Background: an optimization exercise with open tools, aiming at small area, a short achievable clock period and few clock cycles per item. Do not read the settings as production practice. Function was checked by simulation only, so behaviour that the tests miss may differ from the original. Power is estimated from default activity; no workload was simulated.

## top
module top(
    input start, op, reset, clock,
    input [31:0] data_a, data_b,
    output busy, ready,
    output [31:0] data_o
);
export LEC_CHECK = 0
export CAP_MARGIN = 20
export CORE_MARGIN = 2
export CORE_UTILIZATION = 50
export GPL_TIMING_DRIVEN = 1
export SETUP_SLACK_MARGIN = 0.7
export SLEW_MARGIN = 20
create_clock -name core_clock -period 8.0 [get_ports {clock}]
standard.sh (not shown) runs the stock make flow with config.mk's settings and CLKGATE_MAP_FILE= SYNTH_SCRIPT=/design/flow/synth_recipe.tcl, a recipe that flattens the netlist after the stock synthesis.
==> flow/flow/run.sh <==
#!/bin/bash
# Layout flow: the standard flow (standard.sh), with two changes.
# 1. Synthesis is ORFS's own synthesis script, run with a copy of the ORFS
#    scripts folder whose ABC mapping script (abc_speed.script, from this
#    folder) maps for a delay target, and without the full-adder cell
#    mapping (ADDER_MAP_FILE empty). Registers are mapped as before.
# 2. The port buffers are sky130_fd_sc_hd__buf_1 instead of the default
#    delay-cell buffer. Every port still gets its own buffer.
set -euo pipefail
here=$(pwd)
rm -rf "$here/scripts_abc"
cp -r "$FLOW_HOME/scripts" "$here/scripts_abc"
cp "$here/flow/abc_speed.script" "$here/scripts_abc/abc_speed.script"
export BUFFER_PORTS_ARGS="-buffer_cell sky130_fd_sc_hd__buf_1"
bash standard.sh SCRIPTS_DIR="$here/scripts_abc" ADDER_MAP_FILE= synth > synth_make.log 2>&1
bash standard.sh > standard_make.log 2>&1
==> flow/flow/abc_speed.script <==
strash
dch -f
map -D 4500
buffer -c
topo
upsize -c -D 4500
dnsize -c -D 4500
The baseline completed without violations.
Testbench counts at the start, summed over its fixed seeds: cycles 6,476, items 3,200.
Next try:
--- a/flow/config.mk
+++ b/flow/config.mk
@@ -10 +10 @@
-export CORE_UTILIZATION = 50
+export CORE_UTILIZATION = 55
@@ -12 +12 @@
-export SETUP_SLACK_MARGIN = 0.7
+export SETUP_SLACK_MARGIN = 0.8
Count of clock-buffer cells in the layout does not change.
Clock power hardly moves.
Via count is about the same.
Die area came out lower by 8.8%.
Power is about the same.
Next try:
--- a/flow/config.mk
+++ b/flow/config.mk
@@ -10,2 +10,4 @@
-export CORE_UTILIZATION = 55
-export GPL_TIMING_DRIVEN = 1
+export CORE_UTILIZATION = 50
+export CTS_CLUSTER_DIAMETER = 150
+export CTS_CLUSTER_SIZE = 50
+export GPL_TIMING_DRIVEN = 0
Result: Total power rose by 2.1%. Clock power came out lower by about 9%. Area after synthesis is unchanged. Clock-buffer cell count stays the same. Synthesized cell count does not change.
Next try:
--- a/flow/config.mk
+++ b/flow/config.mk
@@ -10,3 +10 @@
-export CORE_UTILIZATION = 50
-export CTS_CLUSTER_DIAMETER = 150
-export CTS_CLUSTER_SIZE = 50
+export CORE_UTILIZATION = 55
The changed run completed with no timing, DRC or antenna violations.
Combinational power shrinks by about 2%.
Routed wire length shrinks by 5.0%.
Worst setup slack got worse by 240 ps.
Final area is about the same.

* * *

top, a different RTL version from the one above (not shown whole).
Size in the first run: roughly 1800 cells after synthesis, roughly 0.0095 sq mm of cells after synthesis.
==> flow/design.v (excerpt) <==
module top(
    input start, op, reset, clock,
    input [31:0] data_a, data_b,
    output busy, ready,
    output [31:0] data_o
);
reg        act;    
reg        F;      
reg [29:0] X;      
reg        Un;     
reg [7:0]  Eb;     
reg        R;      
reg        K23;    
wire        sa = data_a[31];
wire        sb = data_b[31];
wire [7:0]  ea = data_a[30:23];
wire [7:0]  eb = data_b[30:23];
wire [23:0] ma = {1'b1, data_a[22:0]};
wire [23:0] mb = {1'b1, data_b[22:0]};
wire [8:0] dab = {1'b0, ea} - {1'b0, eb};
wire [8:0] dba = {1'b0, eb} - {1'b0, ea};
wire       ge  = ~dab[8];
wire       gt  = ge & (dab[7:0] != 8'd0);
wire [7:0] d   = ge ? dab[7:0] : dba[7:0];
wire [4:0] kab = (dab[7:0] > 8'd23) ? 5'd23 : dab[4:0];
wire [4:0] kba = (dba[7:0] > 8'd23) ? 5'd23 : dba[4:0];
wire [4:0] k   = ge ? kab : kba;
wire Fn   = F | ge;
wire negS = (sa & Fn) | (sb & ~Fn);    
wire nega = sa & ~Fn;                  
wire negb = sb & Fn;                   
wire sgnZ = negS ^ op;                 
wire [23:0] nmb = -mb;
wire [23:0] M   = ge ? ma : mb;
wire        special = (data_b == 32'h00000001);
wire [4:0]  ks  = (ea > 8'd23) ? 5'd23 : ea[4:0];
wire [23:0] mar;                                             
genvar gi;
generate for (gi = 0; gi < 24; gi = gi + 1) begin : rev
    assign mar[gi] = ma[23 - gi];
end endgenerate
wire        t23 = mar[ks];                                   
wire        tnz = |(mar[23:1] & ~((23'd1 << ks) - 23'd1));   
wire        s23 = t23 ^ (sa & tnz);                          
wire        cy  = op ? (s23 & tnz)
                     : (s23 | (sa & (ea == 8'd0) & (data_a[22:0] == 23'h000001)));
wire        nm  = act & X[29];
wire [23:0] Zlo = (sgnZ ^ negb ^ nm) ? nmb : mb;
wire [2:0]  Zh0 = ~special ? {3{sgnZ}} : sa ? (op ? 3'd6 : 3'd0) : (op ? 3'd1 : 3'd7);
wire [2:0]  Zh1 = ~special ? {3{sgnZ}} : sa ? (op ? 3'd7 : 3'd1) : (op ? 3'd0 : 3'd6);
wire [2:0]  Zhi = (cy ? Zh1 : Zh0) ^ {3{nm}};
wire [59:0] Zxw = {{30{Zhi[2]}}, Zhi, Zlo, 3'b000} >> k;
wire [29:0] Zx  = Zxw[29:0];
wire [27:0] Uc = {{3{nm}}, M ^ {24{nm}}, nm} + {Zx[29:3], nm};    
wire [26:0] U  = Uc[27:1];
wire done;
always @(posedge clock or posedge reset)
begin
    if (reset) begin
        act <= 1'b0;
        F   <= 1'b0;
    end else begin
  ...
Settings: LEC_CHECK=0, CAP_MARGIN=20, CORE_MARGIN=2, CORE_UTILIZATION=50, GPL_TIMING_DRIVEN=0, SETUP_SLACK_MARGIN=0.8, SLEW_MARGIN=20; clock period 8.0 ns.
==> flow/flow/run.sh <==
#!/bin/bash
# Layout flow: the standard flow (standard.sh), with two changes.
# 1. Synthesis is ORFS's own synthesis script, run with a copy of the ORFS
#    scripts folder whose ABC mapping script (abc_speed.script, from this
#    folder) maps for a delay target, and without the full-adder cell
#    mapping (ADDER_MAP_FILE empty). Registers are mapped as before.
# 2. The port buffers are sky130_fd_sc_hd__buf_2 instead of the default
#    delay-cell buffer. Every port still gets its own buffer.
set -euo pipefail
here=$(pwd)
rm -rf "$here/scripts_abc"
cp -r "$FLOW_HOME/scripts" "$here/scripts_abc"
cp "$here/flow/abc_speed.script" "$here/scripts_abc/abc_speed.script"
export BUFFER_PORTS_ARGS="-buffer_cell sky130_fd_sc_hd__buf_2"
bash standard.sh SCRIPTS_DIR="$here/scripts_abc" ADDER_MAP_FILE= synth > synth_make.log 2>&1
bash standard.sh > standard_make.log 2>&1
==> flow/flow/abc_speed.script <==
strash
dch -f
map -D 4000
buffer -c
topo
upsize -c -D 4000
dnsize -c -D 4000
Testbench counts at the start, summed over its fixed seeds: cycles 6,476, items 3,200.
Edit:
==> flow/flow/run.sh (replaced) <==
#!/bin/bash
# The standard layout (the standard.sh, standard synthesis unchanged),
# with the port buffers made from sky130_fd_sc_hd__buf_2 instead of the
# default delay-cell buffer. Every port still gets its own buffer.
set -euo pipefail
export BUFFER_PORTS_ARGS="-buffer_cell sky130_fd_sc_hd__buf_2"
bash standard.sh > standard_make.log 2>&1
--- a/flow/config.mk
+++ b/flow/config.mk
@@ -10,4 +10,4 @@
 export CORE_UTILIZATION = 50
 export GPL_TIMING_DRIVEN = 0
-export SETUP_SLACK_MARGIN = 0.8
+export SETUP_SLACK_MARGIN = 0.2
 export SLEW_MARGIN = 20
removed: flow/flow/abc_speed.script
Outcome: Non-clock buffer count came out higher by 62. Clock power is about the same. Clock skew is about the same. Synthesized cell count came out lower by 15%. Critical path depth came out higher by 16.
Edit:
==> flow/flow/run.sh (replaced) <==
#!/bin/bash
# Layout flow: the standard flow (standard.sh), with two changes.
# 1. Synthesis is ORFS's own synthesis script, run with a copy of the ORFS
#    scripts folder whose ABC mapping script (abc_speed.script, from this
#    folder) maps for a delay target, and without the full-adder cell
#    mapping (ADDER_MAP_FILE empty). Registers are mapped as before.
# 2. The port buffers are sky130_fd_sc_hd__buf_2 instead of the default
#    delay-cell buffer. Every port still gets its own buffer.
set -euo pipefail
here=$(pwd)
rm -rf "$here/scripts_abc"
cp -r "$FLOW_HOME/scripts" "$here/scripts_abc"
cp "$here/flow/abc_speed.script" "$here/scripts_abc/abc_speed.script"
export BUFFER_PORTS_ARGS="-buffer_cell sky130_fd_sc_hd__buf_2"
bash standard.sh SCRIPTS_DIR="$here/scripts_abc" ADDER_MAP_FILE= synth > synth_make.log 2>&1
bash standard.sh > standard_make.log 2>&1
==> flow/flow/abc_speed.script (new file) <==
strash
dch -f
map -D 4000
buffer -c
topo
upsize -c -D 4000
dnsize -c -D 4000
- The changed run finished with timing, DRC and antenna clean
- sequential share of layout area rose by 1.4 points
- via count rose by 1.9%
- core utilization fell by 4.9 points
- power fell by 22%
- combinational power fell by 25%
- sequential power fell by 8.1%

* * *

run A:
RTL: one of the versions met above, not the one the previous note started from.
For scale: about 47 flip-flops, ~100 I/O pins, ~8600 µm² of cells after synthesis.
Settings: LEC_CHECK=0, CAP_MARGIN=20, CORE_MARGIN=2, CORE_UTILIZATION=50, GPL_TIMING_DRIVEN=0, SETUP_SLACK_MARGIN=0.8, SLEW_MARGIN=20; clock period 8.0 ns.
==> flow/flow/run.sh <==
#!/bin/bash
# Layout flow: the standard flow (standard.sh), with two changes.
# 1. Synthesis is ORFS's own synthesis script, run with a copy of the ORFS
#    scripts folder whose ABC mapping script (abc_speed.script, from this
#    folder) maps for a delay target, and without the full-adder cell
#    mapping (ADDER_MAP_FILE empty). Registers are mapped as before.
# 2. The port buffers are sky130_fd_sc_hd__buf_2 instead of the default
#    delay-cell buffer. Every port still gets its own buffer.
set -euo pipefail
here=$(pwd)
rm -rf "$here/scripts_abc"
cp -r "$FLOW_HOME/scripts" "$here/scripts_abc"
cp "$here/flow/abc_speed.script" "$here/scripts_abc/abc_speed.script"
export BUFFER_PORTS_ARGS="-buffer_cell sky130_fd_sc_hd__buf_2"
bash standard.sh SCRIPTS_DIR="$here/scripts_abc" ADDER_MAP_FILE= synth > synth_make.log 2>&1
bash standard.sh > standard_make.log 2>&1
==> flow/flow/abc_speed.script <==
strash
dch -f
map -D 5000
buffer -c
topo
upsize -c -D 5000
dnsize -c -D 5000
Testbench counts of run A, summed over its fixed seeds: cycles 6,476, items 3,200.
Here is what was changed in the inputs of run B compared with run A.
# run A
export LEC_CHECK = 0
export CAP_MARGIN = 20
export CORE_MARGIN = 2
export CORE_UTILIZATION = 50
export GPL_TIMING_DRIVEN = 0
export SETUP_SLACK_MARGIN = 0.8
export SLEW_MARGIN = 20
create_clock -name core_clock -period 8.0 [get_ports {clock}]
# run B
export LEC_CHECK = 0
export CAP_MARGIN = 20
export CORE_MARGIN = 2
export CORE_UTILIZATION = 50
export GPL_TIMING_DRIVEN = 0
export SETUP_SLACK_MARGIN = 0.9
export SLEW_MARGIN = 20
create_clock -name core_clock -period 8.0 [get_ports {clock}]
--- a/flow/flow/run.sh
+++ b/flow/flow/run.sh
@@ -6,3 +6,3 @@
 #    mapping (ADDER_MAP_FILE empty). Registers are mapped as before.
-# 2. The port buffers are sky130_fd_sc_hd__buf_2 instead of the default
+# 2. The port buffers are sky130_fd_sc_hd__buf_1 instead of the default
 #    delay-cell buffer. Every port still gets its own buffer.
@@ -13,3 +13,3 @@
 cp "$here/flow/abc_speed.script" "$here/scripts_abc/abc_speed.script"
-export BUFFER_PORTS_ARGS="-buffer_cell sky130_fd_sc_hd__buf_2"
+export BUFFER_PORTS_ARGS="-buffer_cell sky130_fd_sc_hd__buf_1"
 bash standard.sh SCRIPTS_DIR="$here/scripts_abc" ADDER_MAP_FILE= synth > synth_make.log 2>&1
==> flow/flow/abc_speed.script <==
strash
dch -f
map -D 4500
buffer -c
topo
upsize -c -D 4500
dnsize -c -D 4500
Results
Where routed wire length is concerned, run A is outperformed by run B. [run B vs run A] layout overhead on the synthesized area: lower in run B. Run B ended up with nor3_2 as its critical path's slowest cell; run A ended up with a221oi_2. For run A, the startpoint of the worst setup timing path was data_a[24], unlike run B, where it was data_b[3]. Taking run A as the reference, in run B width of the chip moved up; count of port buffers added during placement shows no meaningful change; all-layer global routing usage -0.56 points; die span in y went up by 1.2%; final hold slack -0.0032 ns.
Inputs modified between run B and run C:
# run B
export LEC_CHECK = 0
export CAP_MARGIN = 20
export CORE_MARGIN = 2
export CORE_UTILIZATION = 50
export GPL_TIMING_DRIVEN = 0
export SETUP_SLACK_MARGIN = 0.9
export SLEW_MARGIN = 20
create_clock -name core_clock -period 8.0 [get_ports {clock}]
# run C
export LEC_CHECK = 0
export CAP_MARGIN = 20
export CORE_MARGIN = 2
export CORE_UTILIZATION = 50
export GPL_TIMING_DRIVEN = 0
export SETUP_SLACK_MARGIN = 1.0
export SLEW_MARGIN = 20
create_clock -name core_clock -period 8.0 [get_ports {clock}]
--- a/flow/flow/run.sh
+++ b/flow/flow/run.sh
@@ -6,3 +6,3 @@
 #    mapping (ADDER_MAP_FILE empty). Registers are mapped as before.
-# 2. The port buffers are sky130_fd_sc_hd__buf_1 instead of the default
+# 2. The port buffers are sky130_fd_sc_hd__buf_2 instead of the default
 #    delay-cell buffer. Every port still gets its own buffer.
@@ -13,3 +13,3 @@
 cp "$here/flow/abc_speed.script" "$here/scripts_abc/abc_speed.script"
-export BUFFER_PORTS_ARGS="-buffer_cell sky130_fd_sc_hd__buf_1"
+export BUFFER_PORTS_ARGS="-buffer_cell sky130_fd_sc_hd__buf_2"
 bash standard.sh SCRIPTS_DIR="$here/scripts_abc" ADDER_MAP_FILE= synth > synth_make.log 2>&1
==> run notes <==
Actual transition at the worst max-transition pin in run C vs run B: up 0.094 ns
Of run B and run C, the run reporting the higher cell area power density was run C.
As far as inverter count goes, run C and run B are indistinguishable; the numbers are identical.
Any difference in total number of vias between run B and run C is small enough to ignore.
Comparing run B and run C, the higher post-route standard cell area excluding fillers was measured on run C.
Sort run B and run C by number of global-route vias before repair asc -> top: run B
Relative to run B, the aggregate global-route resource usage of run C is lower by 0.17 points.
The final worst clock skew on run B is in line with that on run C.
Worst hold slack after final layout delta (run C − run B): unfavourable
Here is what was changed in the inputs of run D compared with run C.
# run C
export LEC_CHECK = 0
export CAP_MARGIN = 20
export CORE_MARGIN = 2
export CORE_UTILIZATION = 50
export GPL_TIMING_DRIVEN = 0
export SETUP_SLACK_MARGIN = 1.0
export SLEW_MARGIN = 20
create_clock -name core_clock -period 8.0 [get_ports {clock}]
# run D
export LEC_CHECK = 0
export CAP_MARGIN = 20
export CORE_MARGIN = 2
export CORE_UTILIZATION = 50
export GPL_TIMING_DRIVEN = 1
export SETUP_SLACK_MARGIN = 0.6
export SLEW_MARGIN = 20
create_clock -name core_clock -period 8.0 [get_ports {clock}]
--- a/flow/flow/run.sh
+++ b/flow/flow/run.sh
@@ -6,3 +6,3 @@
 #    mapping (ADDER_MAP_FILE empty). Registers are mapped as before.
-# 2. The port buffers are sky130_fd_sc_hd__buf_2 instead of the default
+# 2. The port buffers are sky130_fd_sc_hd__buf_1 instead of the default
 #    delay-cell buffer. Every port still gets its own buffer.
@@ -13,3 +13,3 @@
 cp "$here/flow/abc_speed.script" "$here/scripts_abc/abc_speed.script"
-export BUFFER_PORTS_ARGS="-buffer_cell sky130_fd_sc_hd__buf_2"
+export BUFFER_PORTS_ARGS="-buffer_cell sky130_fd_sc_hd__buf_1"
 bash standard.sh SCRIPTS_DIR="$here/scripts_abc" ADDER_MAP_FILE= synth > synth_make.log 2>&1
Findings:
Row setup slack at placement: run D higher / run C lower. In run D, routed wire length is lower than in run C. Power density over the cells went down by a few percent going from run C to run D. When the final numbers for run D and run C were put side by side, the fraction of final layout cells sized beyond drive strength 1 turned out to be smaller in run D.

==> what the ideal ports hide <==
How much do the figures lean on ideal ports? The routed layouts below were timed once more, with nothing changed but the port constraints.
Step 1 (the two cells are an assumption about what drives the block):
set clk [get_ports {clock}]
set_driving_cell -lib_cell sky130_fd_sc_hd__clkbuf_16 $clk
set_driving_cell -lib_cell sky130_fd_sc_hd__buf_2 [delete_from_list [all_inputs] $clk]
Step 2 moves the port delays by t, midway between the first and last clock arrival at a register: inputs arrive t later, outputs are due t later. That takes back most of the time a late clock gives input paths.
a / b / c = ideal ports / drivers / drivers and shift; a / b = the first two.
| run | t, ns | slack for setup (ns) | pins driven straight from the clock port |
|---|---|---|---|
| the first run of note 1 | 0.321 | 1.109 / 1.122 / 0.801 | 1 |
| the second run of note 1 | 0.321 | 1.299 / 1.310 / 0.989 | 1 |
| the third run of note 1 | 0.327 | 1.200 / 1.211 / 0.884 | 1 |
| the fourth run of note 1 | 0.327 | 0.958 / 0.970 / 0.643 | 1 |
| the first run of note 2 | 0.333 | 1.068 / 1.047 / 0.857 | 1 |
| the second run of note 2 | 0.324 | 0.295 / 0.284 / -0.040 | 1 |
| the third run of note 2 | 0.331 | 0.583 / 0.554 / 0.388 | 1 |
| run A | 0.323 | 1.018 / 1.032 / 0.709 | 1 |
| run B | 0.324 | 1.201 / 1.216 / 0.892 | 1 |
| run C | 0.320 | 1.281 / 1.299 / 0.979 | 1 |
| run D | 0.319 | 1.080 / 1.092 / 0.774 | 1 |
Met with ideal ports but missed after step 2: setup timing in the second run of note 2. The setup slack of the second run of note 2, which loses most, moves by -0.011 ns with the drivers and by -0.335 ns with both steps.
